This is an optimization exercise on Yosys and OpenROAD, whose aim is small area and a short achievable clock period, not a production implementation. No functional check of the RTL was part of this run. Power and IR drop assume default switching activity.

===== design.v =====
`timescale 1ns / 1ps
module max_norm_3_axes #(
        parameter int DATA_LEN  = 16,
        parameter int DATA_MSB  = 12
    )(
        input   logic [DATA_LEN-1:0]    i_data_x,
        input   logic [DATA_LEN-1:0]    i_data_y,
        input   logic [DATA_LEN-1:0]    i_data_z,
        output  logic [DATA_MSB:0]      o_data_max_norm    
    );
    localparam int N = DATA_MSB;
    logic [N-1:0] cx, cy, cz;
    logic nx, ny, nz;
    assign nx = i_data_x[DATA_LEN-1];
    assign ny = i_data_y[DATA_LEN-1];
    assign nz = i_data_z[DATA_LEN-1];
    assign cx = i_data_x[N-1:0] ^ {N{nx}};
    assign cy = i_data_y[N-1:0] ^ {N{ny}};
    assign cz = i_data_z[N-1:0] ^ {N{nz}};
    logic wx, wy, wz;
    generate
        if (N < DATA_LEN) begin : g_wrap
            assign wx = nx & ~|i_data_x[N-1:0];
            assign wy = ny & ~|i_data_y[N-1:0];
            assign wz = nz & ~|i_data_z[N-1:0];
        end else begin : g_nowrap
            assign wx = 1'b0;
            assign wy = 1'b0;
            assign wz = 1'b0;
        end
    endgenerate
    function automatic logic gt(input logic [N-1:0] ca, input logic na, input logic wa,
                                input logic [N-1:0] cb, input logic nb, input logic wb);
        logic [N:0] t;
        t = {1'b0, ca} + {1'b0, ~cb} + {{N{1'b0}}, na & ~nb};
        gt = ~wa & (wb | t[N]);
    endfunction
    logic y_gt_x, z_gt_x, z_gt_y;
    assign y_gt_x = gt(cy, ny, wy, cx, nx, wx);
    assign z_gt_x = gt(cz, nz, wz, cx, nx, wx);
    assign z_gt_y = gt(cz, nz, wz, cy, ny, wy);
    logic sel_y, sel_z;
    assign sel_z = y_gt_x ? z_gt_y : z_gt_x;
    assign sel_y = y_gt_x & ~z_gt_y;
    assign o_data_max_norm = sel_z ? {nz, cz} : (sel_y ? {ny, cy} : {nx, cx});
endmodule
module div_step4 #(
        parameter int W = 2      
    )(
        input   logic [W-1:0]   i_rem,
        input   logic [15:0]    i_d1,    
        input   logic [15:0]    i_d3,    
        input   logic [3:1]     i_fit,
        output  logic [1:0]     o_q,
        output  logic [W-1:0]   o_rem
    );
    logic [W:0] df1, df2, df3;
    assign df1 = {1'b0, i_rem} - {1'b0, i_d1[W-1:0]};
    assign df2 = {1'b0, i_rem} - {1'b0, i_d1[W-2:0], 1'b0};
    assign df3 = {1'b0, i_rem} - {1'b0, i_d3[W-1:0]};
    logic ge1, ge2, ge3;
    assign ge1 = i_fit[1] & ~df1[W];
    assign ge2 = i_fit[2] & ~df2[W];
    assign ge3 = i_fit[3] & ~df3[W];
    assign o_q   = {ge2, ge3 | (ge1 & ~ge2)};
    assign o_rem = ge3 ? df3[W-1:0] : ge2 ? df2[W-1:0] : ge1 ? df1[W-1:0] : i_rem;
endmodule
module div_fit #(
        parameter int W = 2
    )(
        input   logic [15:0]    i_d1,
        output  logic [3:1]     o_fit
    );
    assign o_fit[1] = {2'b0, i_d1} <  18'(1) << W;
    assign o_fit[2] = {2'b0, i_d1} <  18'(1) << (W-1);
    assign o_fit[3] = {2'b0, i_d1} <= 18'(((1 << W) - 1) / 3);
endmodule
module div_first2 (
        input   logic [3:0]     i_top,   
        input   logic           i_b,     
        input   logic [15:0]    i_d1,    
        output  logic [3:0]     o_q,     
        output  logic [3:0]     o_rem    
    );
    function automatic logic [7:0] div4_tab(input logic [8:0] idx);
        case (idx)
            9'h000: div4_tab = 8'h00;
            9'h001: div4_tab = 8'h00;
            9'h002: div4_tab = 8'h00;
            9'h003: div4_tab = 8'h00;
            9'h004: div4_tab = 8'h00;
            9'h005: div4_tab = 8'h00;
            9'h006: div4_tab = 8'h00;
            9'h007: div4_tab = 8'h00;
            9'h008: div4_tab = 8'h00;
            9'h009: div4_tab = 8'h00;
            9'h00a: div4_tab = 8'h00;
            9'h00b: div4_tab = 8'h00;
            9'h00c: div4_tab = 8'h00;
            9'h00d: div4_tab = 8'h00;
            9'h00e: div4_tab = 8'h00;
            9'h00f: div4_tab = 8'h00;
            9'h010: div4_tab = 8'h01;
            9'h011: div4_tab = 8'h10;
            9'h012: div4_tab = 8'h01;
            9'h013: div4_tab = 8'h01;
            9'h014: div4_tab = 8'h01;
            9'h015: div4_tab = 8'h01;
            9'h016: div4_tab = 8'h01;
            9'h017: div4_tab = 8'h01;
            9'h018: div4_tab = 8'h01;
            9'h019: div4_tab = 8'h01;
            9'h01a: div4_tab = 8'h01;
            9'h01b: div4_tab = 8'h01;
            9'h01c: div4_tab = 8'h01;
            9'h01d: div4_tab = 8'h01;
            9'h01e: div4_tab = 8'h01;
            9'h01f: div4_tab = 8'h01;
            9'h020: div4_tab = 8'h02;
            9'h021: div4_tab = 8'h20;
            9'h022: div4_tab = 8'h10;
            9'h023: div4_tab = 8'h02;
            9'h024: div4_tab = 8'h02;
            9'h025: div4_tab = 8'h02;
            9'h026: div4_tab = 8'h02;
            9'h027: div4_tab = 8'h02;
            9'h028: div4_tab = 8'h02;
            9'h029: div4_tab = 8'h02;
            9'h02a: div4_tab = 8'h02;
            9'h02b: div4_tab = 8'h02;
            9'h02c: div4_tab = 8'h02;
            9'h02d: div4_tab = 8'h02;
            9'h02e: div4_tab = 8'h02;
            9'h02f: div4_tab = 8'h02;
            9'h030: div4_tab = 8'h03;
            9'h031: div4_tab = 8'h30;
            9'h032: div4_tab = 8'h11;
            9'h033: div4_tab = 8'h10;
            9'h034: div4_tab = 8'h03;
            9'h035: div4_tab = 8'h03;
            9'h036: div4_tab = 8'h03;
            9'h037: div4_tab = 8'h03;
            9'h038: div4_tab = 8'h03;
            9'h039: div4_tab = 8'h03;
            9'h03a: div4_tab = 8'h03;
            9'h03b: div4_tab = 8'h03;
            9'h03c: div4_tab = 8'h03;
            9'h03d: div4_tab = 8'h03;
            9'h03e: div4_tab = 8'h03;
            9'h03f: div4_tab = 8'h03;
            9'h040: div4_tab = 8'h04;
            9'h041: div4_tab = 8'h40;
            9'h042: div4_tab = 8'h20;
            9'h043: div4_tab = 8'h11;
            9'h044: div4_tab = 8'h10;
            9'h045: div4_tab = 8'h04;
            9'h046: div4_tab = 8'h04;
            9'h047: div4_tab = 8'h04;
            9'h048: div4_tab = 8'h04;
            9'h049: div4_tab = 8'h04;
            9'h04a: div4_tab = 8'h04;
            9'h04b: div4_tab = 8'h04;
            9'h04c: div4_tab = 8'h04;
            9'h04d: div4_tab = 8'h04;
            9'h04e: div4_tab = 8'h04;
            9'h04f: div4_tab = 8'h04;
            9'h050: div4_tab = 8'h05;
            9'h051: div4_tab = 8'h50;
            9'h052: div4_tab = 8'h21;
            9'h053: div4_tab = 8'h12;
            9'h054: div4_tab = 8'h11;
            9'h055: div4_tab = 8'h10;
            9'h056: div4_tab = 8'h05;
            9'h057: div4_tab = 8'h05;
            9'h058: div4_tab = 8'h05;
            9'h059: div4_tab = 8'h05;
            9'h05a: div4_tab = 8'h05;
            9'h05b: div4_tab = 8'h05;
            9'h05c: div4_tab = 8'h05;
            9'h05d: div4_tab = 8'h05;
            9'h05e: div4_tab = 8'h05;
            9'h05f: div4_tab = 8'h05;
            9'h060: div4_tab = 8'h06;
            9'h061: div4_tab = 8'h60;
            9'h062: div4_tab = 8'h30;
            9'h063: div4_tab = 8'h20;
            9'h064: div4_tab = 8'h12;
            9'h065: div4_tab = 8'h11;
            9'h066: div4_tab = 8'h10;
            9'h067: div4_tab = 8'h06;
            9'h068: div4_tab = 8'h06;
            9'h069: div4_tab = 8'h06;
            9'h06a: div4_tab = 8'h06;
            9'h06b: div4_tab = 8'h06;
            9'h06c: div4_tab = 8'h06;
            9'h06d: div4_tab = 8'h06;
            9'h06e: div4_tab = 8'h06;
            9'h06f: div4_tab = 8'h06;
            9'h070: div4_tab = 8'h07;
            9'h071: div4_tab = 8'h70;
            9'h072: div4_tab = 8'h31;
            9'h073: div4_tab = 8'h21;
            9'h074: div4_tab = 8'h13;
            9'h075: div4_tab = 8'h12;
            9'h076: div4_tab = 8'h11;
            9'h077: div4_tab = 8'h10;
            9'h078: div4_tab = 8'h07;
            9'h079: div4_tab = 8'h07;
            9'h07a: div4_tab = 8'h07;
            9'h07b: div4_tab = 8'h07;
            9'h07c: div4_tab = 8'h07;
            9'h07d: div4_tab = 8'h07;
            9'h07e: div4_tab = 8'h07;
            9'h07f: div4_tab = 8'h07;
            9'h080: div4_tab = 8'h08;
            9'h081: div4_tab = 8'h80;
            9'h082: div4_tab = 8'h40;
            9'h083: div4_tab = 8'h22;
            9'h084: div4_tab = 8'h20;
            9'h085: div4_tab = 8'h13;
            9'h086: div4_tab = 8'h12;
            9'h087: div4_tab = 8'h11;
            9'h088: div4_tab = 8'h10;
            9'h089: div4_tab = 8'h08;
            9'h08a: div4_tab = 8'h08;
            9'h08b: div4_tab = 8'h08;
            9'h08c: div4_tab = 8'h08;
            9'h08d: div4_tab = 8'h08;
            9'h08e: div4_tab = 8'h08;
            9'h08f: div4_tab = 8'h08;
            9'h090: div4_tab = 8'h09;
            9'h091: div4_tab = 8'h90;
            9'h092: div4_tab = 8'h41;
            9'h093: div4_tab = 8'h30;
            9'h094: div4_tab = 8'h21;
            9'h095: div4_tab = 8'h14;
            9'h096: div4_tab = 8'h13;
            9'h097: div4_tab = 8'h12;
            9'h098: div4_tab = 8'h11;
            9'h099: div4_tab = 8'h10;
            9'h09a: div4_tab = 8'h09;
            9'h09b: div4_tab = 8'h09;
            9'h09c: div4_tab = 8'h09;
            9'h09d: div4_tab = 8'h09;
            9'h09e: div4_tab = 8'h09;
            9'h09f: div4_tab = 8'h09;
            9'h0a0: div4_tab = 8'h0a;
            9'h0a1: div4_tab = 8'ha0;
            9'h0a2: div4_tab = 8'h50;
            9'h0a3: div4_tab = 8'h31;
            9'h0a4: div4_tab = 8'h22;
            9'h0a5: div4_tab = 8'h20;
            9'h0a6: div4_tab = 8'h14;
            9'h0a7: div4_tab = 8'h13;
            9'h0a8: div4_tab = 8'h12;
            9'h0a9: div4_tab = 8'h11;
            9'h0aa: div4_tab = 8'h10;
            9'h0ab: div4_tab = 8'h0a;
            9'h0ac: div4_tab = 8'h0a;
            9'h0ad: div4_tab = 8'h0a;
            9'h0ae: div4_tab = 8'h0a;
            9'h0af: div4_tab = 8'h0a;
            9'h0b0: div4_tab = 8'h0b;
            9'h0b1: div4_tab = 8'hb0;
            9'h0b2: div4_tab = 8'h51;
            9'h0b3: div4_tab = 8'h32;
            9'h0b4: div4_tab = 8'h23;
            9'h0b5: div4_tab = 8'h21;
            9'h0b6: div4_tab = 8'h15;
            9'h0b7: div4_tab = 8'h14;
            9'h0b8: div4_tab = 8'h13;
            9'h0b9: div4_tab = 8'h12;
            9'h0ba: div4_tab = 8'h11;
            9'h0bb: div4_tab = 8'h10;
            9'h0bc: div4_tab = 8'h0b;
            9'h0bd: div4_tab = 8'h0b;
            9'h0be: div4_tab = 8'h0b;
            9'h0bf: div4_tab = 8'h0b;
            9'h0c0: div4_tab = 8'h0c;
            9'h0c1: div4_tab = 8'hc0;
            9'h0c2: div4_tab = 8'h60;
            9'h0c3: div4_tab = 8'h40;
            9'h0c4: div4_tab = 8'h30;
            9'h0c5: div4_tab = 8'h22;
            9'h0c6: div4_tab = 8'h20;
            9'h0c7: div4_tab = 8'h15;
            9'h0c8: div4_tab = 8'h14;
            9'h0c9: div4_tab = 8'h13;
            9'h0ca: div4_tab = 8'h12;
            9'h0cb: div4_tab = 8'h11;
            9'h0cc: div4_tab = 8'h10;
            9'h0cd: div4_tab = 8'h0c;
            9'h0ce: div4_tab = 8'h0c;
            9'h0cf: div4_tab = 8'h0c;
            9'h0d0: div4_tab = 8'h0d;
            9'h0d1: div4_tab = 8'hd0;
            9'h0d2: div4_tab = 8'h61;
            9'h0d3: div4_tab = 8'h41;
            9'h0d4: div4_tab = 8'h31;
            9'h0d5: div4_tab = 8'h23;
            9'h0d6: div4_tab = 8'h21;
            9'h0d7: div4_tab = 8'h16;
            9'h0d8: div4_tab = 8'h15;
            9'h0d9: div4_tab = 8'h14;
            9'h0da: div4_tab = 8'h13;
            9'h0db: div4_tab = 8'h12;
            9'h0dc: div4_tab = 8'h11;
            9'h0dd: div4_tab = 8'h10;
            9'h0de: div4_tab = 8'h0d;
            9'h0df: div4_tab = 8'h0d;
            9'h0e0: div4_tab = 8'h0e;
            9'h0e1: div4_tab = 8'he0;
            9'h0e2: div4_tab = 8'h70;
            9'h0e3: div4_tab = 8'h42;
            9'h0e4: div4_tab = 8'h32;
            9'h0e5: div4_tab = 8'h24;
            9'h0e6: div4_tab = 8'h22;
            9'h0e7: div4_tab = 8'h20;
            9'h0e8: div4_tab = 8'h16;
            9'h0e9: div4_tab = 8'h15;
            9'h0ea: div4_tab = 8'h14;
            9'h0eb: div4_tab = 8'h13;
            9'h0ec: div4_tab = 8'h12;
            9'h0ed: div4_tab = 8'h11;
            9'h0ee: div4_tab = 8'h10;
            9'h0ef: div4_tab = 8'h0e;
            9'h0f0: div4_tab = 8'h0f;
            9'h0f1: div4_tab = 8'hf0;
            9'h0f2: div4_tab = 8'h71;
            9'h0f3: div4_tab = 8'h50;
            9'h0f4: div4_tab = 8'h33;
            9'h0f5: div4_tab = 8'h30;
            9'h0f6: div4_tab = 8'h23;
            9'h0f7: div4_tab = 8'h21;
            9'h0f8: div4_tab = 8'h17;
            9'h0f9: div4_tab = 8'h16;
            9'h0fa: div4_tab = 8'h15;
            9'h0fb: div4_tab = 8'h14;
            9'h0fc: div4_tab = 8'h13;
            9'h0fd: div4_tab = 8'h12;
            9'h0fe: div4_tab = 8'h11;
            9'h0ff: div4_tab = 8'h10;
            9'h100: div4_tab = 8'h0f;
            9'h101: div4_tab = 8'hf0;
            9'h102: div4_tab = 8'h71;
            9'h103: div4_tab = 8'h50;
            9'h104: div4_tab = 8'h33;
            9'h105: div4_tab = 8'h30;
            9'h106: div4_tab = 8'h23;
            9'h107: div4_tab = 8'h21;
            9'h108: div4_tab = 8'h17;
            9'h109: div4_tab = 8'h16;
            9'h10a: div4_tab = 8'h15;
            9'h10b: div4_tab = 8'h14;
            9'h10c: div4_tab = 8'h13;
            9'h10d: div4_tab = 8'h12;
            9'h10e: div4_tab = 8'h11;
            9'h10f: div4_tab = 8'h10;
            9'h110: div4_tab = 8'h00;
            9'h111: div4_tab = 8'h00;
            9'h112: div4_tab = 8'h00;
            9'h113: div4_tab = 8'h00;
            9'h114: div4_tab = 8'h00;
            9'h115: div4_tab = 8'h00;
            9'h116: div4_tab = 8'h00;
            9'h117: div4_tab = 8'h00;
            9'h118: div4_tab = 8'h00;
            9'h119: div4_tab = 8'h00;
            9'h11a: div4_tab = 8'h00;
            9'h11b: div4_tab = 8'h00;
            9'h11c: div4_tab = 8'h00;
            9'h11d: div4_tab = 8'h00;
            9'h11e: div4_tab = 8'h00;
            9'h11f: div4_tab = 8'h00;
            9'h120: div4_tab = 8'h01;
            9'h121: div4_tab = 8'h10;
            9'h122: div4_tab = 8'h01;
            9'h123: div4_tab = 8'h01;
            9'h124: div4_tab = 8'h01;
            9'h125: div4_tab = 8'h01;
            9'h126: div4_tab = 8'h01;
            9'h127: div4_tab = 8'h01;
            9'h128: div4_tab = 8'h01;
            9'h129: div4_tab = 8'h01;
            9'h12a: div4_tab = 8'h01;
            9'h12b: div4_tab = 8'h01;
            9'h12c: div4_tab = 8'h01;
            9'h12d: div4_tab = 8'h01;
            9'h12e: div4_tab = 8'h01;
            9'h12f: div4_tab = 8'h01;
            9'h130: div4_tab = 8'h02;
            9'h131: div4_tab = 8'h20;
            9'h132: div4_tab = 8'h10;
            9'h133: div4_tab = 8'h02;
            9'h134: div4_tab = 8'h02;
            9'h135: div4_tab = 8'h02;
            9'h136: div4_tab = 8'h02;
            9'h137: div4_tab = 8'h02;
            9'h138: div4_tab = 8'h02;
            9'h139: div4_tab = 8'h02;
            9'h13a: div4_tab = 8'h02;
            9'h13b: div4_tab = 8'h02;
            9'h13c: div4_tab = 8'h02;
            9'h13d: div4_tab = 8'h02;
            9'h13e: div4_tab = 8'h02;
            9'h13f: div4_tab = 8'h02;
            9'h140: div4_tab = 8'h03;
            9'h141: div4_tab = 8'h30;
            9'h142: div4_tab = 8'h11;
            9'h143: div4_tab = 8'h10;
            9'h144: div4_tab = 8'h03;
            9'h145: div4_tab = 8'h03;
            9'h146: div4_tab = 8'h03;
            9'h147: div4_tab = 8'h03;
            9'h148: div4_tab = 8'h03;
            9'h149: div4_tab = 8'h03;
            9'h14a: div4_tab = 8'h03;
            9'h14b: div4_tab = 8'h03;
            9'h14c: div4_tab = 8'h03;
            9'h14d: div4_tab = 8'h03;
            9'h14e: div4_tab = 8'h03;
            9'h14f: div4_tab = 8'h03;
            9'h150: div4_tab = 8'h04;
            9'h151: div4_tab = 8'h40;
            9'h152: div4_tab = 8'h20;
            9'h153: div4_tab = 8'h11;
            9'h154: div4_tab = 8'h10;
            9'h155: div4_tab = 8'h04;
            9'h156: div4_tab = 8'h04;
            9'h157: div4_tab = 8'h04;
            9'h158: div4_tab = 8'h04;
            9'h159: div4_tab = 8'h04;
            9'h15a: div4_tab = 8'h04;
            9'h15b: div4_tab = 8'h04;
            9'h15c: div4_tab = 8'h04;
            9'h15d: div4_tab = 8'h04;
            9'h15e: div4_tab = 8'h04;
            9'h15f: div4_tab = 8'h04;
            9'h160: div4_tab = 8'h05;
            9'h161: div4_tab = 8'h50;
            9'h162: div4_tab = 8'h21;
            9'h163: div4_tab = 8'h12;
            9'h164: div4_tab = 8'h11;
            9'h165: div4_tab = 8'h10;
            9'h166: div4_tab = 8'h05;
            9'h167: div4_tab = 8'h05;
            9'h168: div4_tab = 8'h05;
            9'h169: div4_tab = 8'h05;
            9'h16a: div4_tab = 8'h05;
            9'h16b: div4_tab = 8'h05;
            9'h16c: div4_tab = 8'h05;
            9'h16d: div4_tab = 8'h05;
            9'h16e: div4_tab = 8'h05;
            9'h16f: div4_tab = 8'h05;
            9'h170: div4_tab = 8'h06;
            9'h171: div4_tab = 8'h60;
            9'h172: div4_tab = 8'h30;
            9'h173: div4_tab = 8'h20;
            9'h174: div4_tab = 8'h12;
            9'h175: div4_tab = 8'h11;
            9'h176: div4_tab = 8'h10;
            9'h177: div4_tab = 8'h06;
            9'h178: div4_tab = 8'h06;
            9'h179: div4_tab = 8'h06;
            9'h17a: div4_tab = 8'h06;
            9'h17b: div4_tab = 8'h06;
            9'h17c: div4_tab = 8'h06;
            9'h17d: div4_tab = 8'h06;
            9'h17e: div4_tab = 8'h06;
            9'h17f: div4_tab = 8'h06;
            9'h180: div4_tab = 8'h07;
            9'h181: div4_tab = 8'h70;
            9'h182: div4_tab = 8'h31;
            9'h183: div4_tab = 8'h21;
            9'h184: div4_tab = 8'h13;
            9'h185: div4_tab = 8'h12;
            9'h186: div4_tab = 8'h11;
            9'h187: div4_tab = 8'h10;
            9'h188: div4_tab = 8'h07;
            9'h189: div4_tab = 8'h07;
            9'h18a: div4_tab = 8'h07;
            9'h18b: div4_tab = 8'h07;
            9'h18c: div4_tab = 8'h07;
            9'h18d: div4_tab = 8'h07;
            9'h18e: div4_tab = 8'h07;
            9'h18f: div4_tab = 8'h07;
            9'h190: div4_tab = 8'h08;
            9'h191: div4_tab = 8'h80;
            9'h192: div4_tab = 8'h40;
            9'h193: div4_tab = 8'h22;
            9'h194: div4_tab = 8'h20;
            9'h195: div4_tab = 8'h13;
            9'h196: div4_tab = 8'h12;
            9'h197: div4_tab = 8'h11;
            9'h198: div4_tab = 8'h10;
            9'h199: div4_tab = 8'h08;
            9'h19a: div4_tab = 8'h08;
            9'h19b: div4_tab = 8'h08;
            9'h19c: div4_tab = 8'h08;
            9'h19d: div4_tab = 8'h08;
            9'h19e: div4_tab = 8'h08;
            9'h19f: div4_tab = 8'h08;
            9'h1a0: div4_tab = 8'h09;
            9'h1a1: div4_tab = 8'h90;
            9'h1a2: div4_tab = 8'h41;
            9'h1a3: div4_tab = 8'h30;
            9'h1a4: div4_tab = 8'h21;
            9'h1a5: div4_tab = 8'h14;
            9'h1a6: div4_tab = 8'h13;
            9'h1a7: div4_tab = 8'h12;
            9'h1a8: div4_tab = 8'h11;
            9'h1a9: div4_tab = 8'h10;
            9'h1aa: div4_tab = 8'h09;
            9'h1ab: div4_tab = 8'h09;
            9'h1ac: div4_tab = 8'h09;
            9'h1ad: div4_tab = 8'h09;
            9'h1ae: div4_tab = 8'h09;
            9'h1af: div4_tab = 8'h09;
            9'h1b0: div4_tab = 8'h0a;
            9'h1b1: div4_tab = 8'ha0;
            9'h1b2: div4_tab = 8'h50;
            9'h1b3: div4_tab = 8'h31;
            9'h1b4: div4_tab = 8'h22;
            9'h1b5: div4_tab = 8'h20;
            9'h1b6: div4_tab = 8'h14;
            9'h1b7: div4_tab = 8'h13;
            9'h1b8: div4_tab = 8'h12;
            9'h1b9: div4_tab = 8'h11;
            9'h1ba: div4_tab = 8'h10;
            9'h1bb: div4_tab = 8'h0a;
            9'h1bc: div4_tab = 8'h0a;
            9'h1bd: div4_tab = 8'h0a;
            9'h1be: div4_tab = 8'h0a;
            9'h1bf: div4_tab = 8'h0a;
            9'h1c0: div4_tab = 8'h0b;
            9'h1c1: div4_tab = 8'hb0;
            9'h1c2: div4_tab = 8'h51;
            9'h1c3: div4_tab = 8'h32;
            9'h1c4: div4_tab = 8'h23;
            9'h1c5: div4_tab = 8'h21;
            9'h1c6: div4_tab = 8'h15;
            9'h1c7: div4_tab = 8'h14;
            9'h1c8: div4_tab = 8'h13;
            9'h1c9: div4_tab = 8'h12;
            9'h1ca: div4_tab = 8'h11;
            9'h1cb: div4_tab = 8'h10;
            9'h1cc: div4_tab = 8'h0b;
            9'h1cd: div4_tab = 8'h0b;
            9'h1ce: div4_tab = 8'h0b;
            9'h1cf: div4_tab = 8'h0b;
            9'h1d0: div4_tab = 8'h0c;
            9'h1d1: div4_tab = 8'hc0;
            9'h1d2: div4_tab = 8'h60;
            9'h1d3: div4_tab = 8'h40;
            9'h1d4: div4_tab = 8'h30;
            9'h1d5: div4_tab = 8'h22;
            9'h1d6: div4_tab = 8'h20;
            9'h1d7: div4_tab = 8'h15;
            9'h1d8: div4_tab = 8'h14;
            9'h1d9: div4_tab = 8'h13;
            9'h1da: div4_tab = 8'h12;
            9'h1db: div4_tab = 8'h11;
            9'h1dc: div4_tab = 8'h10;
            9'h1dd: div4_tab = 8'h0c;
            9'h1de: div4_tab = 8'h0c;
            9'h1df: div4_tab = 8'h0c;
            9'h1e0: div4_tab = 8'h0d;
            9'h1e1: div4_tab = 8'hd0;
            9'h1e2: div4_tab = 8'h61;
            9'h1e3: div4_tab = 8'h41;
            9'h1e4: div4_tab = 8'h31;
            9'h1e5: div4_tab = 8'h23;
            9'h1e6: div4_tab = 8'h21;
            9'h1e7: div4_tab = 8'h16;
            9'h1e8: div4_tab = 8'h15;
            9'h1e9: div4_tab = 8'h14;
            9'h1ea: div4_tab = 8'h13;
            9'h1eb: div4_tab = 8'h12;
            9'h1ec: div4_tab = 8'h11;
            9'h1ed: div4_tab = 8'h10;
            9'h1ee: div4_tab = 8'h0d;
            9'h1ef: div4_tab = 8'h0d;
            9'h1f0: div4_tab = 8'h0e;
            9'h1f1: div4_tab = 8'he0;
            9'h1f2: div4_tab = 8'h70;
            9'h1f3: div4_tab = 8'h42;
            9'h1f4: div4_tab = 8'h32;
            9'h1f5: div4_tab = 8'h24;
            9'h1f6: div4_tab = 8'h22;
            9'h1f7: div4_tab = 8'h20;
            9'h1f8: div4_tab = 8'h16;
            9'h1f9: div4_tab = 8'h15;
            9'h1fa: div4_tab = 8'h14;
            9'h1fb: div4_tab = 8'h13;
            9'h1fc: div4_tab = 8'h12;
            9'h1fd: div4_tab = 8'h11;
            9'h1fe: div4_tab = 8'h10;
            9'h1ff: div4_tab = 8'h0e;
            default: div4_tab = 8'h00;
        endcase
    endfunction
    logic [3:0] d4;
    logic [7:0] t;
    assign d4 = |i_d1[15:4] ? 4'd0 : i_d1[3:0];
    assign t  = div4_tab({i_b, i_top, d4});
    assign o_q   = t[7:4];
    assign o_rem = t[3:0];
endmodule
`timescale 1ns / 1ps
module crash_detection #(
        parameter int HISTORY_LEN = 16   
    )(
        input   logic           clk,
        input   logic           arst_n,
        input   logic           i_state_rst,
        input   logic           i_sensors_valid,
        input   logic [15:0]    i_gps,
        input   logic [15:0]    i_accel_z,
        input   logic [15:0]    i_accel_y,
        input   logic [15:0]    i_accel_x,
        input   logic [15:0]    i_gyro_z,
        input   logic [15:0]    i_gyro_y,
        input   logic [15:0]    i_gyro_x,
        input   logic [15:0]    i_delta,
        input   logic [31:0]    ireg_speed_threshold,
        input   logic [31:0]    ireg_non_fatal_accel_threshold,
        input   logic [31:0]    ireg_fatal_accel_threshold,
        input   logic [31:0]    ireg_angle_threshold,
        input   logic [31:0]    ireg_angle_in_motion_threshold,
        input   logic [31:0]    ireg_angular_speed_threshold,
        output  logic [1:0]     o_state,
        output  logic           o_non_fatal_intr,
        output  logic           o_fatal_intr
    );
    logic [4:0] cnt;
    always_ff @(posedge clk or negedge arst_n) begin
        if (~arst_n)                cnt <= '0;
        else if (i_state_rst)       cnt <= '0;
        else if (i_sensors_valid & ~cnt[4])    cnt <= cnt + 5'd1;
    end
    logic v0, v15;               
    assign v0  = |cnt;
    assign v15 = cnt[4];
    logic [12:0] acc_in;
    logic [16:0] gyr_in;
    max_norm_3_axes #(.DATA_LEN(16), .DATA_MSB(12)) u_accel_max_norm (
        .i_data_x(i_accel_x), .i_data_y(i_accel_y), .i_data_z(i_accel_z),
        .o_data_max_norm(acc_in)
    );
    max_norm_3_axes #(.DATA_LEN(16), .DATA_MSB(16)) u_gyro_max_norm (
        .i_data_x(i_gyro_x), .i_data_y(i_gyro_y), .i_data_z(i_gyro_z),
        .o_data_max_norm(gyr_in)
    );
    logic [15:0] gps0;
    always_ff @(posedge clk or negedge arst_n) begin
        if (~arst_n)                gps0 <= '0;
        else if (i_state_rst)       gps0 <= '0;
        else if (i_sensors_valid)   gps0 <= i_gps;
    end
    logic [12:0] lo_diff;
    logic        b12;
    assign lo_diff = {1'b0, i_gps[11:0]} - {1'b0, gps0[11:0]};
    assign b12     = lo_diff[12];
    logic [3:0] top_nb;              
    assign top_nb = i_gps[15:12] - gps0[15:12];
    logic [5:0] d3_lo_in;            
    assign d3_lo_in = i_delta[5:0] + {i_delta[4:0], 1'b0};
    logic [3:0] qa, ra;
    div_first2 u_first (.i_top(top_nb), .i_b(b12), .i_d1(i_delta), .o_q(qa), .o_rem(ra));
    logic [3:0]         p_q;         
    logic [3:0]         p_rem;       
    logic [11:0]        p_lo;        
    logic [15:0]        p_div;       
    logic [5:0]         p_d3_lo;     
    logic [3:1]         p_fit [2:5]; 
    logic               p_zero;      
    logic [3:1] fit_in [2:5];
    genvar j;
    generate
        for (j = 2; j <= 5; j++) begin : g_fit_a
            div_fit #(.W(2*j+2)) u_fit (.i_d1(i_delta), .o_fit(fit_in[j]));
        end
    endgenerate
    always_ff @(posedge clk) begin
        if (i_sensors_valid) begin
            p_q   <= qa;
            p_rem <= ra;
            p_lo  <= lo_diff[11:0];
            p_div <= i_delta;
            p_d3_lo <= d3_lo_in;
            for (int i = 2; i <= 5; i++) p_fit[i] <= fit_in[i];
        end
    end
    always_ff @(posedge clk or negedge arst_n) begin
        if (~arst_n)                p_zero <= 1'b1;
        else if (i_state_rst)       p_zero <= 1'b1;
        else if (i_sensors_valid)   p_zero <= ~|i_delta;
    end
    logic [17:0] p_d3;
    assign p_d3 = {2'b0, p_div} + {1'b0, p_div, 1'b0};
    logic [15:0] p_d3_steps;
    assign p_d3_steps = {p_d3[15:6], p_d3_lo};
    logic [11:0] qhi;            
    logic [11:0] r5;             
    logic [15:0] rem_b [2:6];
    assign rem_b[2] = 16'(p_rem);
    assign qhi[11:8] = p_q;
    generate
        for (j = 2; j <= 5; j++) begin : g_steps_b
            logic [2*j+1:0] rin, rout;
            assign rin = {rem_b[j][2*j-1:0], p_lo[15-2*j -: 2]};
            div_step4 #(.W(2*j+2)) u_step (.i_rem(rin), .i_d1(p_div), .i_d3(p_d3_steps),
                                           .i_fit(p_fit[j]), .o_q(qhi[11-2*j -: 2]), .o_rem(rout));
            assign rem_b[j+1] = 16'(rout);
        end
    endgenerate
    assign r5 = rem_b[6][11:0];
    logic [11:0]        p2_q;        
    logic [11:0]        p2_rem;      
    logic [3:0]         p2_lo;       
    logic [15:0]        p2_div;      
    logic               p2_zero;     
    always_ff @(posedge clk) begin
        if (i_sensors_valid) begin
            p2_q   <= qhi;
            p2_rem <= r5;
            p2_lo  <= p_lo[3:0];
            p2_div <= p_div;
        end
    end
    always_ff @(posedge clk or negedge arst_n) begin
        if (~arst_n)                p2_zero <= 1'b1;
        else if (i_state_rst)       p2_zero <= 1'b1;
        else if (i_sensors_valid)   p2_zero <= p_zero;
    end
    logic [15:0] p2_d3;
    assign p2_d3 = p2_div + {p2_div[14:0], 1'b0};
    logic [3:1]  fit6, fit7;
    div_fit #(.W(14)) u_fit6 (.i_d1(p2_div), .o_fit(fit6));
    div_fit #(.W(16)) u_fit7 (.i_d1(p2_div), .o_fit(fit7));
    logic [1:0]  q6, q7;
    logic [13:0] r6;
    logic [15:0] r7;
    div_step4 #(.W(14)) u_step6 (.i_rem({p2_rem, p2_lo[3:2]}), .i_d1(p2_div), .i_d3(p2_d3),
                                 .i_fit(fit6), .o_q(q6), .o_rem(r6));
    div_step4 #(.W(16)) u_step7 (.i_rem({r6, p2_lo[1:0]}), .i_d1(p2_div), .i_d3(p2_d3),
                                 .i_fit(fit7), .o_q(q7), .o_rem(r7));
    logic [15:0] spd1;
    assign spd1 = p2_zero ? 16'd0 : {p2_q, q6, q7};
    logic [15:0] h_spd [2:15];
    logic [12:0] h_acc0;         
    logic [16:0] h_gyr0;
    logic [11:0] h_acc [1:15];
    logic [15:0] h_gyr [1:15];
    logic [11:0] acc0_n;         
    logic [15:0] gyr0_n;
    assign acc0_n = h_acc0[11:0] + {11'd0, h_acc0[12]};
    assign gyr0_n = h_gyr0[15:0] + {15'd0, h_gyr0[16]};
    always_ff @(posedge clk) begin
        if (i_sensors_valid) begin
            h_spd[2] <= spd1;
            h_acc0   <= acc_in;
            h_gyr0   <= gyr_in;
            h_acc[1] <= acc0_n;
            h_gyr[1] <= gyr0_n;
            for (int i = 3; i < 16; i++) h_spd[i] <= h_spd[i-1];
            for (int i = 2; i < 16; i++) begin
                h_acc[i] <= h_acc[i-1];
                h_gyr[i] <= h_gyr[i-1];
            end
        end
    end
    logic [11:0] acc0, acc15;
    logic [15:0] gyr0, gyr15, spd15;
    assign acc0  = v0  ? acc0_n    : 12'd0;
    assign gyr0  = v0  ? gyr0_n    : 16'd0;
    assign acc15 = v15 ? h_acc[15] : 12'd0;
    assign gyr15 = v15 ? h_gyr[15] : 16'd0;
    assign spd15 = v15 ? h_spd[15] : 16'd0;
    logic [18:0] s_acc, s_gyr, s_spd;
    logic [18:0] sum_acc, sum_gyr, sum_spd1;
    assign sum_acc  = s_acc + 19'(acc0);
    assign sum_gyr  = s_gyr + 19'(gyr0);
    assign sum_spd1 = s_spd + 19'(spd1);      
    always_ff @(posedge clk or negedge arst_n) begin
        if (~arst_n) begin
            s_acc <= '0;
            s_gyr <= '0;
            s_spd <= '0;
        end else if (i_state_rst) begin
            s_acc <= '0;
            s_gyr <= '0;
            s_spd <= '0;
        end else if (i_sensors_valid) begin
            s_acc <= sum_acc  - 19'(acc15);
            s_gyr <= sum_gyr  - 19'(gyr15);
            s_spd <= sum_spd1 - 19'(spd15);
        end
    end
    logic [14:0] avg_accel, avg_gyro;
    assign avg_accel = sum_acc[18:4];
    assign avg_gyro  = sum_gyr[18:4];
    logic [14:0] thr;
    logic        thr_small;
    assign thr       = ireg_speed_threshold[14:0];
    assign thr_small = ~|ireg_speed_threshold[31:15];
    logic [3:0]  k;
    logic [17:0] kd_lo, kd_hi;
    logic [19:0] kd;
    logic        c4;
    assign k = 4'd0 - sum_spd1[3:0];
    always_comb begin
        case (k[1:0])
            2'd0: kd_lo = '0;
            2'd1: kd_lo = {2'b0, p_div};
            2'd2: kd_lo = {1'b0, p_div, 1'b0};
            default: kd_lo = p_d3;
        endcase
        case (k[3:2])
            2'd0: kd_hi = '0;
            2'd1: kd_hi = {2'b0, p_div};
            2'd2: kd_hi = {1'b0, p_div, 1'b0};
            default: kd_hi = p_d3;
        endcase
    end
    assign kd = {2'b0, kd_lo} + {kd_hi, 2'b0};
    assign c4 = (|sum_spd1[3:0]) & ({4'd0, r5, p_lo[3:0]} >= kd);
    function automatic logic hi_ge(input logic [14:0] sc, input logic [11:0] q,
                                   input logic [14:0] t);
        logic [14:0] u;
        u = sc + {3'b0, q};
        hi_ge = u >= t;
    endfunction
    logic [14:0] s_hi, s_hi1;
    assign s_hi  = sum_spd1[18:4];
    assign s_hi1 = s_hi + 15'd1;
    logic ge_c0, ge_c1, ge_s;
    assign ge_c0 = hi_ge(s_hi,  qhi, thr);
    assign ge_c1 = hi_ge(s_hi1, qhi, thr);
    assign ge_s  = s_hi >= thr;                  
    localparam logic [1:0] SAFE = 2'b00, NON_FATAL = 2'b01, FATAL = 2'b10;
    logic speed_hi, fatal_acc, nonfatal_acc, angle;
    assign speed_hi     = thr_small & (p_zero ? ge_s : (c4 ? ge_c1 : ge_c0));
    assign fatal_acc    = {17'd0, avg_accel} >  ireg_fatal_accel_threshold;
    assign nonfatal_acc = {17'd0, avg_accel} >  ireg_non_fatal_accel_threshold;
    assign angle        = {17'd0, avg_gyro}  >  ireg_angle_threshold;
    logic [1:0] state, state_next;
    always_comb begin
        state_next = state;
        if (state == SAFE) begin
            if (speed_hi & (fatal_acc | angle))
                state_next = FATAL;
            else if (~speed_hi & (nonfatal_acc | angle))
                state_next = NON_FATAL;
        end
    end
    always_ff @(posedge clk or negedge arst_n) begin
        if (~arst_n)            state <= SAFE;
        else if (i_state_rst)   state <= SAFE;
        else                    state <= state_next;
    end
    assign o_state          = state;
    assign o_non_fatal_intr = state[0];
    assign o_fatal_intr     = state[1];
endmodule

===== flow/run.sh =====
#!/bin/bash
# The standard layout with changes to how it is made:
#  - timing repair is asked to leave 37 ns of setup slack at the design's
#    50 ns clock, so that it works on the paths that set the achieved period;
#  - the port buffers that the standard flow inserts are buf_2 cells;
#  - the clock tree is built from clkbuf_8 cells, without dummy loads;
#  - the core is filled to 55% and placed at density 0.7.
# Clock, constraints and synthesis are unchanged.
set -o pipefail
bash standard.sh SETUP_SLACK_MARGIN=37 "BUFFER_PORTS_ARGS=-buffer_cell sky130_fd_sc_hd__buf_2" \
    "CTS_ARGS=-sink_clustering_enable -repair_clock_nets -buf_list sky130_fd_sc_hd__clkbuf_8 -dont_use_dummy_load" \
    CORE_UTILIZATION=55 PLACE_DENSITY=0.7 \
    finish 2>&1 | tee standard_run.log

===== config.mk =====
export PLATFORM = sky130hd
export DESIGN_NAME = crash_detection
export DESIGN_NICKNAME = crash_detection
export VERILOG_FILES = /design/flow/design.v
export SDC_FILE = /design/flow/constraint.sdc
export NUM_CORES = 4
export LEC_CHECK = 0
export CAP_MARGIN = 20
export CORE_MARGIN = 2
export CORE_UTILIZATION = 45
export PLACE_DENSITY = 0.6
export SLEW_MARGIN = 20

===== standard.sh =====
#!/bin/bash
# synth_recipe.tcl (not shown) runs the flow's synth.tcl, then flattens the netlist and writes it again
# the make line also repeats each setting of config.mk as NAME=value (left out here)
make -C /OpenROAD-flow-scripts/flow DESIGN_CONFIG=/design/flow/config.mk WORK_HOME=/design/flow/orfs CLKGATE_MAP_FILE= SYNTH_SCRIPT=/design/flow/synth_recipe.tcl "${@:-finish}"

===== constraint.sdc =====
create_clock -name core_clock -period 50.0 [get_ports {clk}]
set_input_delay 10.0000 -clock core_clock [delete_from_list [all_inputs] [get_ports {clk}]]
set_output_delay 10.0000 -clock core_clock [all_outputs]
set_load 0.01 [all_outputs]

==> impl_results.md <==
- Peak VDD IR: 0.00007304 V
- Final total power: 3891 uW
- Post-route cell area: 0.05775 mm2
- Via count: 37304
- Post-synthesis sequential area ratio: 48.03%
- DP Area: 0.05515 mm2
- Setup violators final: 0
- CTS max path bufs: 3
- Total Neg Setup Slack: 0 ns
- Final worst slack: 37.04 ns
- Setup Skew: 0.1014 ns
- CTS tree: done
- Post-Syn Area: 0.05242 mm2
- Synth unique cells: 92
- Initial Util: 55.34%
- Number of global-route vias before repair: 36285
- Worst path max stage delay: 0.62 ns
- Die extent in y: 312.7 um
- Leakage: 0.02421 uW
- RSZ-0062 raised after global routing: yes
- Hold Crit Class: flip-flop to flip-flop
- Yosys reg bits: 852
- Synth Instances: 4760
- Critical path arrival: 13.50 ns
- CTS sink cnt: 852
- Die W: 312.7 um
- Hold buffer count at cts: 0
- I/O Pins: 328
- H-tree depth: 4
- Period utilization: 25.91%
- Worst Setup Path Type: input port to flip-flop
- Crit Path Max Fanout: 13
- Worst setup EP type: flip-flop
- WP buf/inv: 2
- Required time of the critical path: 50.55 ns
- Syn_area_per_cell: 11.01 um2
- CP delay by family, top: simple AND/OR/NAND/NOR gates
- Final wirelength: 122.8 mm
- Measured slew at the worst slew-check pin: 1.078 ns
- Placed cells: 6183
- Worst-path clk slew: 0.05 ns
- Port Buf Inserts: 254
- Dpl ws: 34.24 ns
- Power Density: 67.38 mW/mm2
- FFs w/ async S/R, synth: 9.624%
- Rows: 113
- Routed vias/inst: 5.858
- ANT nets after route: 0
- TritonRoute pass-1 iters: 9
- Largest net degree at the start of global routing: 202
- CTS buffer count: 142
- Yosys warns: 15
- DR WL/cell: 19.28 um
- Fin. Hold Viols: 0
- # Max-Cap Violations: 0
- DPL Wire Length: 89.91 mm
- Net Count, Synth: 5685
- Rel. slew slack: 27.45%
- Layout area overhead: 10.16%
- CP Cell Sequence: buf_2 > or4_4 > nor3_4 > and2_4 > nand2_1 > inv_1 > ha_2 > nor2b_1 > a21boi_0 > mux4_2 > o221ai_1 > a21oi_1 > a31oi_1
- Drt drc: 0
- Non-Filler Instances: 6368
- Worst skew pair latency: 0.81 ns
- Final Max Tran Viols: 0
- Number of synthesized flops with an enable pin: 770
- Detailed Route Iter0 Violations: 3157
- Fin crit period: 12.96 ns
- Remaining global-route overflow: 0
- First-pass GRT wire length: 193.4 mm
- Cell chosen for the clock root: clkbuf_8
- F_max: 77.18 MHz
- Final GP Congestion: 0.9413
- Die Outline Area: 0.09780 mm2
- Layout cells sized above 1: 11.79%
- Tot GR Track Use: 24.84%
- Crit-path slowest cell: or4_4
- Nets: 6026
- CORE AREA: 0.09473 mm2
- Synth Flop Type: edfxtp_1
- Critical path startpoint category: input port
- Status: no timing/DRC/antenna violations
- Initial antenna violation count: 5
path summary, 6_finish.rpt:
path	startpoint	slack, ns	endpoint	cells after the start
setup / recovery	i_delta[13]	37.04	p_rem[0]	13
hold / removal	h_acc[6][8]	0.34	h_acc[7][8]	0
setup reg to reg	p_div[0]	37.67	state[0]	59
hold reg to reg	h_acc[6][8]	0.34	h_acc[7][8]	0
max in group asynchronous	arst_n	39.53	state[1]	2
min in group asynchronous	arst_n	9.25	s_gyr[16]	1
registers in the layout, indices dropped and copies added (netlist names), 13 cells and up:
| name | count |
|---|---|
| h_gyr | 240 |
| h_spd | 224 |
| h_acc | 180 |
| s_acc | 19 |
| s_gyr | 19 |
| s_spd | 19 |
| gps0 | 16 |
| h_gyr0 | 16 |
| p2_div | 16 |
| p_div | 16 |
| h_acc0 | 13 |
per-stage QoR:
stage / util [%] / hold slack [ns]
2_1_floorplan: - / 0.4003
3_3_place_gp: 58.21 / 0.4002
3_5_place_dp: 58.22 / 0.4045
4_1_cts: 60.52 / 0.3178
5_1_grt: 60.96 / 0.3473
6_report: 60.96 / 0.3386
placed cells by master, fill, tap and decap left out, types with 55 or more instances in the layout:
master    count
a21o_1      108
ha_1        567
mux2i_1     106
o21a_1       64
edfxtp_1    770
buf_4        70
nor3_1       72
xnor2_1     228
a21oi_1     322
nand2b_1     55
nand2_1     298
inv_1       314
dfrtp_1      79
nor2_1      320
nor2b_1     122
xor2_1      132
o21ai_0     243
buf_2       250
nand3_1      88
clkbuf_8    142
worst register-to-register path: cells and delay by family (launching register included):
family,cells,cell delay (ns)
DFF,1,0.36
buffers and inverters,6,1.11
and+or+nand+nor,17,2.80
muxes,1,0.29
adders and majority gates,8,2.40
AOI/OAI and AO/OA,26,5.10
xor gates and xnor gates,1,0.17
cell families after synthesis:
group | after synthesis | share of synthesized area [%]
compound gates | 1152 | 14.07
xor+xnor | 362 | 6.048
fa+ha+maj | 604 | 14.82
simple gates | 1204 | 11.25
flops | 852 | 48.03
mux | 122 | 2.423
buf+inv | 464 | 3.365
where the power goes:
part / internal (uW) / switching (uW)
registers: 887 / 46.3
logic: 1040 / 1430
clock network: 249 / 240
total: 2170 / 1720
cell usage after synthesis, drive strengths merged, types with 28 or more instances:
library cell  count  area share (%)
a211oi           40            0.58
a21o            108             1.5
a21oi           329             3.1
a31oi            38            0.45
and2             28            0.33
and3             39            0.47
clkbuf          107            0.77
dfrtp            80             3.8
edfxtp          770              44
fa               29             1.1
ha              572              14
inv             325             2.3
mux2i           110             2.1
nand2           302             2.2
nand2b           57            0.69
nand3            89            0.85
nand4            35            0.42
nor2            325             2.3
nor2b           122             1.5
nor3             73            0.70
nor4             35            0.45
o211ai           46            0.66
o21a             64            0.92
o21ai           265             2.5
o21bai           30            0.43
or3              30            0.37
xnor2           230             3.8
xor2            132             2.2
what timing repair did:
item	in CTS	in global routing
gates cloned	0	0
endpoints found under the setup margin	8	7
resized for setup	37	51
pin swaps	1	6
setup buffers	10	29
metal layers:
| metal | vias up | share of wire [%] | track usage (%) | wire length, um |
|---|---|---|---|---|
| li1 | 18189 | - | - | - |
| met1 | 17851 | 47 | 35.62 | 57430 |
| met2 | 1048 | 45 | 38.94 | 55330 |
| met3 | 210 | 5.5 | 3.606 | 6708 |
| met4 | 6 | 2.7 | 8.243 | 3282 |
| met5 | - | 0.032 | 0 | 39 |
final cells by class:
class	instances	area (um2)
clock buffer	142	1954
timing repair buffer	329	1912
fill	7758	36980
multi-input combinational	3444	25830
sequential	852	25180
tap	1265	1583
inverter	332	1285
antenna	4	10.01

[separate check: timing with driven ports]
The flow's constraints put no driver on any port. The routed layout listed below was extracted and timed again, unchanged, in two steps.
Step 1: set_driving_cell puts a clkbuf_16 on clk and a buf_2 on each other input, an assumption about the parent block.
Step 2, shift: input delay + t, output delay - t, t = (earliest + latest rising clock arrival at the registers) / 2. This alone moves slack from input paths to output paths.
Three values: ideal ports, drivers, drivers and shift; two values: the first two.
t, ns: 0.837
slack for setup (ns): 37.043 / 37.101 / 36.264
worst setup path after step 2: input to register
After both steps setup and hold are still met in this run. For this run, drivers alone change the setup slack by +0.058 ns; drivers and shift together by -0.779 ns.
